This is an optimization exercise on Yosys and OpenROAD, whose aim is small area and a short achievable clock period, not a production implementation. At most, simulation tests tie the RTL to the original design; equivalence was not proved. Power figures rest on the tool's default switching activity, not on a simulated workload.

Setup of lane 1:
==> flow/design.v (excerpt) <==
module m6502_org (clk, addr, dataenb, datai, datao, irq_n, nmi_n, sob_n, res_n,
   rdy, vpa, sync, we_n);
Size in the first run: roughly 2000 cells after synthesis, ~42 I/O pins, about 14000 um^2 of cells after synthesis.
clock: 14.0 ns
lec_check: 0
abc_area: 1
cap_margin: 20
core_margin: 2
core_utilization: 50
slew_margin: 20
run.sh (not shown) runs the stock make flow with config.mk's settings and CLKGATE_MAP_FILE= SYNTH_SCRIPT=/design/flow/synth_recipe.tcl, a recipe that flattens the netlist after the stock synthesis.
### lane 1 -> lane 2
--- a/flow/design.v
+++ b/flow/design.v
@@ -1855,32 +1855,33 @@
 reg  [7:0] wr_log;
 always @* begin
    case (alu_ctl_d[1:0])
    2'b00: wr_log = jreg & wr_lb;
    2'b01: wr_log = jreg | wr_lb;
    2'b10: wr_log = jreg ^ wr_lb;
    default: wr_log = ~jreg & wr_lb;
    endcase
 end
 wire [7:0] alu_wr_n = (rdy & alu_ctl_d[2]) ? (alu_ctl_d[5] ? 8'h00 : wr_log) : alu_out;
-wire [7:0] alu_adr = jreg + {7'b0, alu_ctl[4]};
 wire [7:0] addrl = {8{asel[0]}} & pc[7:0] | {8{asel[1]}} & dreg | {8{asel[2]}} & sreg |
                    {8{asel[3]}} & lreg;
 wire [7:0] addrh;
 assign addrh[0] = h_pc & pc[8] | h_alu & alu_adr[0] | h_dreg & dreg[0] | h_one;
 assign addrh[7:1] = {7{h_pc}} & pc[15:9] | {7{h_alu}} & alu_adr[7:1] | {7{h_dreg}} & dreg[7:1];
 assign addr = {addrh, addrl};
 assign datao = dsel_alu ? alu_wr : dataor;
 assign we_n = wel_n;
 assign dataenb = ~wel_n;
 assign sync = syncl;
 assign vpa = vpa_r;
+reg  [7:0] alu_adr;
+wire [7:0] alu_adr_n = rdy ? datai + {7'b0, alu2op[3]} : alu_adr;
 always @(posedge clk) begin
    psrl <= psr_d;
    reset_proc <= reset_proc_n;
    irq_proc <= irq_proc_n;
    nmi_proc <= nmi_proc_n;
    resetl <= ~res_n;
    irq <= ~irq_n;
    nmi_pend <= nmi_pend_n;
    nmi2 <= nmi1;
    nmi1 <= ~nmi_n;
@@ -1910,12 +1911,13 @@
    if (rdy | resetl) begin
       vpa_r <= vpa_nx;
       dsel <= 8'b1 << domux_sel_nx;
       asel <= 4'b1 << adl_sel_nx;
       h_pc <= adh_sel_nx == 4'b0000;
       h_alu <= adh_sel_nx[3];
       h_dreg <= adh_sel_nx[2];
       h_one <= adh_sel_nx[0];
    end
    alu_wr <= alu_wr_n;
+   alu_adr <= alu_adr_n;
 end
 endmodule
==> comparison <==
No stage failed in lane 2, and the final checks on the layout all came back clean. On clock network power, lane 2 does worse than lane 1. [compare] base=lane 1 new=lane 2: worst setup slack higher, arithmetic-cell share of the synthesized area counting full adders, half adders and majority gates roughly the same, register-to-register slack lower. Lower portion of the clock cycle consumed by the worst path in the final layout among lane 2 and lane 1: lane 2.
Function not checked in lane 2: the RTL went through the layout flow alone.

========
== the baseline ==
Another version of the RTL of m6502_org (not shown whole).
For scale: roughly 2000 cells after synthesis, ~180 flip-flops, ~14000 sq um of cells after synthesis.
## m6502_org
module m6502_org (clk, addr, dataenb, datai, datao, irq_n, nmi_n, sob_n, res_n,
   rdy, vpa, sync, we_n);
input   clk;
output  [15:0] addr;
output  dataenb;
input   [7:0] datai;
output  [7:0] datao;
input   irq_n;
input   nmi_n;
input   sob_n;
input   res_n;
input   rdy;
output  vpa;
output  sync;
output  we_n;
reg  [7:0] opcode;
reg  [8:1] state;
reg  [7:0] psrl;
reg  [11:0] alu_ctl;
reg  wel_n, z_flag_f, branch_carry_f, sob_n_f;
reg  type1_calc, type2_calc, type2_write, type2_done, type3_calc;
reg  resetl, reset_proc, nmi_proc, irq_proc, irq, nmi_pend, nmi1, nmi2;
reg  [7:0] areg, xreg, yreg, sreg, dreg, jreg, kreg, lreg, hreg;
reg  [15:0] pc;
reg  syncl, vpa_r;
reg  [7:0] dsel;           
reg  [3:0] asel;           
reg  h_pc, h_alu, h_dreg, h_one;    
wire we_d_n, sreg_up, sreg_cen, opcode_ld, irq_pend;
wire type1_read, type2_read, type3_read;
wire [11:0] alu_ctl_d;
wire [2:0] alu_ld;
wire [6:0] prog_ctl;
wire [6:0] rg_load;
wire [7:0] psr_d, opcode_in;
wire [8:1] state_in;
wire [5:0] alu2op;
wire [7:0] alu_out;
reg  [7:0] alu_wr;         
op_dcd sm (.opcode(opcode), .state(state), .psrl(psrl),
   .type1_calc(type1_calc), .type2_calc(type2_calc), .type2_write(type2_write),
   .type2_done(type2_done), .type3_calc(type3_calc),
   .z_flag_f(z_flag_f), .branch_carry_f(branch_carry_f),
   .reset_proc(reset_proc), .nmi_proc(nmi_proc), .irq_proc(irq_proc),
   .nmi_pend(nmi_pend), .irq(irq), .resetl(resetl), .rdy(rdy),
   .alu2op(alu2op), .datai(datai), .sob_n(sob_n), .sob_n_f(sob_n_f),
   .syncl(syncl),
   .sync_dcd(), .vpa(), .we_d_n(we_d_n), .alu_ctl_d(alu_ctl_d),
   .alu_ld(alu_ld), .sreg_up(sreg_up), .sreg_cen(sreg_cen),
   .prog_ctl(prog_ctl), .rg_load(rg_load), .adl_sel(),
   .adh_sel(), .domux_sel(), .psr_d(),
   .type1_read(type1_read), .type2_read(type2_read), .type3_read(type3_read),
   .opcode_ld(opcode_ld), .opcode_in(opcode_in), .state_in(state_in),
   .irq_pend(irq_pend), .adh_alu());
wire [7:0] psr_d1;
wire [6:0] prog_ctl1;     
op_dcd sm1 (.opcode(opcode), .state(state), .psrl(psrl),
  ...
export LEC_CHECK = 0
export ABC_AREA = 1
export CAP_MARGIN = 20
export CORE_MARGIN = 2
export CORE_UTILIZATION = 40
export SLEW_MARGIN = 20
create_clock -name core_clock -period 14.0 [get_ports {clk}]
What the candidate does differently from the baseline at the input level:
--- a/flow/design.v
+++ b/flow/design.v
@@ -1681,18 +1681,19 @@
 wire type1_read, type2_read, type3_read;
 wire [11:0] alu_ctl_d;
 wire [2:0] alu_ld;
 wire [6:0] prog_ctl;
 wire [6:0] rg_load;
 wire [7:0] psr_d, opcode_in;
 wire [8:1] state_in;
 wire [5:0] alu2op;
 wire [7:0] alu_out;
+wire [7:0] log_out;
 reg  [7:0] alu_wr;         
 op_dcd sm (.opcode(opcode), .state(state), .psrl(psrl),
    .type1_calc(type1_calc), .type2_calc(type2_calc), .type2_write(type2_write),
    .type2_done(type2_done), .type3_calc(type3_calc),
    .z_flag_f(z_flag_f), .branch_carry_f(branch_carry_f),
    .reset_proc(reset_proc), .nmi_proc(nmi_proc), .irq_proc(irq_proc),
    .nmi_pend(nmi_pend), .irq(irq), .resetl(resetl), .rdy(rdy),
    .alu2op(alu2op), .datai(datai), .sob_n(sob_n), .sob_n_f(sob_n_f),
    .syncl(syncl),
@@ -1718,19 +1719,19 @@
    .prog_ctl(prog_ctl1), .rg_load(), .adl_sel(),
    .adh_sel(), .domux_sel(), .psr_d(psr_d1),
    .type1_read(), .type2_read(), .type3_read(),
    .opcode_ld(), .opcode_in(), .state_in(),
    .irq_pend(), .adh_alu());
 wire sob_fall = ~sob_n & sob_n_f;
 wire [7:0] psr_d0 = resetl ? 8'b0000_0100 : {psrl[7], psrl[6] | sob_fall, psrl[5:0]};
 assign psr_d = rdy ? psr_d1 : psr_d0;
 m6502alu alu (.jreg(jreg), .kreg(kreg), .alu_ctl(alu_ctl), .alu2op(alu2op),
-   .alu_out(alu_out), .log_out());
+   .alu_out(alu_out), .log_out(log_out));
 wire [7:0] dataor = {8{dsel[1]}} & areg | {8{dsel[2]}} & psrl | {8{dsel[3]}} & sreg |
                     {8{dsel[4]}} & xreg | {8{dsel[5]}} & yreg | {8{dsel[6]}} & pc[15:8] |
                     {8{dsel[7]}} & pc[7:0];
 wire dsel_alu = dsel[0];
 wire [2:0] domux_s1;
 op_dcd s1d (.opcode(opcode), .state(8'b0000_0001), .psrl(psrl),
    .type1_calc(1'b0), .type2_calc(1'b0), .type2_write(1'b0),
    .type2_done(1'b0), .type3_calc(1'b0),
    .z_flag_f(1'b0), .branch_carry_f(1'b0),
@@ -1782,26 +1783,28 @@
 wire [7:0] cntih = prog_ctl[6:5] != 2'b00 ? 8'hFF :
                    prog_ctl[3] ? datai : dataol;
 wire [15:0] pc_n1 = resetl ? 16'hFFFC :
                     (prog_ctl1[2] | prog_ctl[4]) ? {cntih, cntil} :
                     prog_ctl1[0] ? pc + 16'd1 : pc;
 wire [15:0] pc_n0 = resetl ? 16'hFFFC : prog_ctl[4] ? {cntih, cntil} : pc;
 wire [15:0] pc_n = rdy ? pc_n1 : pc_n0;
 wire [7:0] hreg_n = resetl ? 8'hFC : prog_ctl[1] ? (prog_ctl[3] ? datai : alu_out) : hreg;
 wire ld1 = syncl | resetl;
+wire [7:0] psr_s = {psrl[7], psrl[6] | sob_fall, psrl[5:0]};
+wire z_log = alu_ctl[5] | ~|log_out;
 wire sync_a, vpa_a, sync_f, vpa_f;
 wire [1:0] adl_sel_a, adl_sel_f;
 wire [3:0] adh_sel_a, adh_sel_f;
 wire [2:0] domux_sel_a, domux_sel_f;
-op_dcd nxa (.opcode(opcode), .state({state[7:1], 1'b0}), .psrl(psr_d1),
+op_dcd nxa (.opcode(opcode), .state({state[7:1], 1'b0}), .psrl(psr_s),
    .type1_calc(type1_read), .type2_calc(type2_read), .type2_write(type2_calc),
    .type2_done(type2_write), .type3_calc(type3_read),
-   .z_flag_f(alu2op[1]), .branch_carry_f(alu2op[2]),
+   .z_flag_f(z_log), .branch_carry_f(alu2op[2]),
    .reset_proc(1'b0), .nmi_proc(1'b0), .irq_proc(1'b0),
    .nmi_pend(1'b0), .irq(1'b0), .resetl(1'b0), .rdy(1'b0),
    .alu2op(6'b0), .datai(8'h00), .sob_n(1'b1), .sob_n_f(1'b1),
    .syncl(1'b0),
    .sync_dcd(sync_a), .vpa(vpa_a), .we_d_n(), .alu_ctl_d(),
    .alu_ld(), .sreg_up(), .sreg_cen(),
    .prog_ctl(), .rg_load(), .adl_sel(adl_sel_a),
    .adh_sel(adh_sel_a), .domux_sel(domux_sel_a), .psr_d(),
    .type1_read(), .type2_read(), .type3_read(),
Results
- Compared with the baseline, the candidate shows a higher number of placed instances with taps included.
- Peak ir drop on the vdd network was lower in the candidate than in the baseline.
- The candidate falls short of the baseline in cell area.
- The candidate vs the baseline, launching element of the worst setup path: dsel[0] vs rdy
- As of the candidate, via count had risen by a few percent compared to the baseline.
- [the candidate vs the baseline] combinational-cell power consumption: higher in the candidate
- Higher area share of xor/xnor cells in the synthesized design among the candidate and the baseline: the baseline
- On routed wire length, the candidate does worse than the baseline.
- [compare] base=the baseline new=the candidate: global routing met2 resource utilization increased 0.72 points, register-to-register slack stayed essentially flat, power after layout up 0.17 mW.
- From the baseline to the candidate the numbers moved as follows: worst setup slack went up 19 ps; clock transition time at the flip-flop clock pins of the worst setup and hold paths held.
No run of this note included a check of the RTL's function; only the layout flow was run.

-- what the ideal ports hide --
No port has a modelled driver above. Below, the same layouts with a new extraction and two added sets of constraints. Step 1 sets driving cells, clkbuf_16 on the clock port and buf_2 on the other inputs (assumed; they add their load-dependent delay and slew). Step 2 also shifts input and output timing later by t, the mid clock arrival at the registers, as if the neighbouring blocks saw the same clock. Three values: ideal ports, drivers, drivers and shift; two values: the first two.
| run | t (ns) | setup slack, ns | latest minus earliest clock arrival (ns) | slew at the worst register clock pin (ns) | worst data-port slew with drivers (ns) |
|---|---|---|---|---|---|
| lane 1 | 0.498 | 8.518 / 8.467 / 8.390 | 0.025 / 0.025 | 0.09 / 0.09 | 0.04 |
| lane 2 | 0.504 | 8.607 / 8.607 / 8.234 | 0.024 / 0.023 | 0.09 / 0.09 | 0.03 |
| the baseline | 0.500 | 8.497 / 8.527 / 8.027 | 0.017 / 0.016 | 0.08 / 0.08 | 0.04 |
| the candidate | 0.506 | 8.516 / 8.461 / 8.545 | 0.021 / 0.021 | 0.09 / 0.09 | 0.03 |
After both steps setup and hold are still met in every run listed. For the baseline, which loses most, drivers alone change the setup slack by +0.030 ns; drivers and shift together by -0.470 ns.
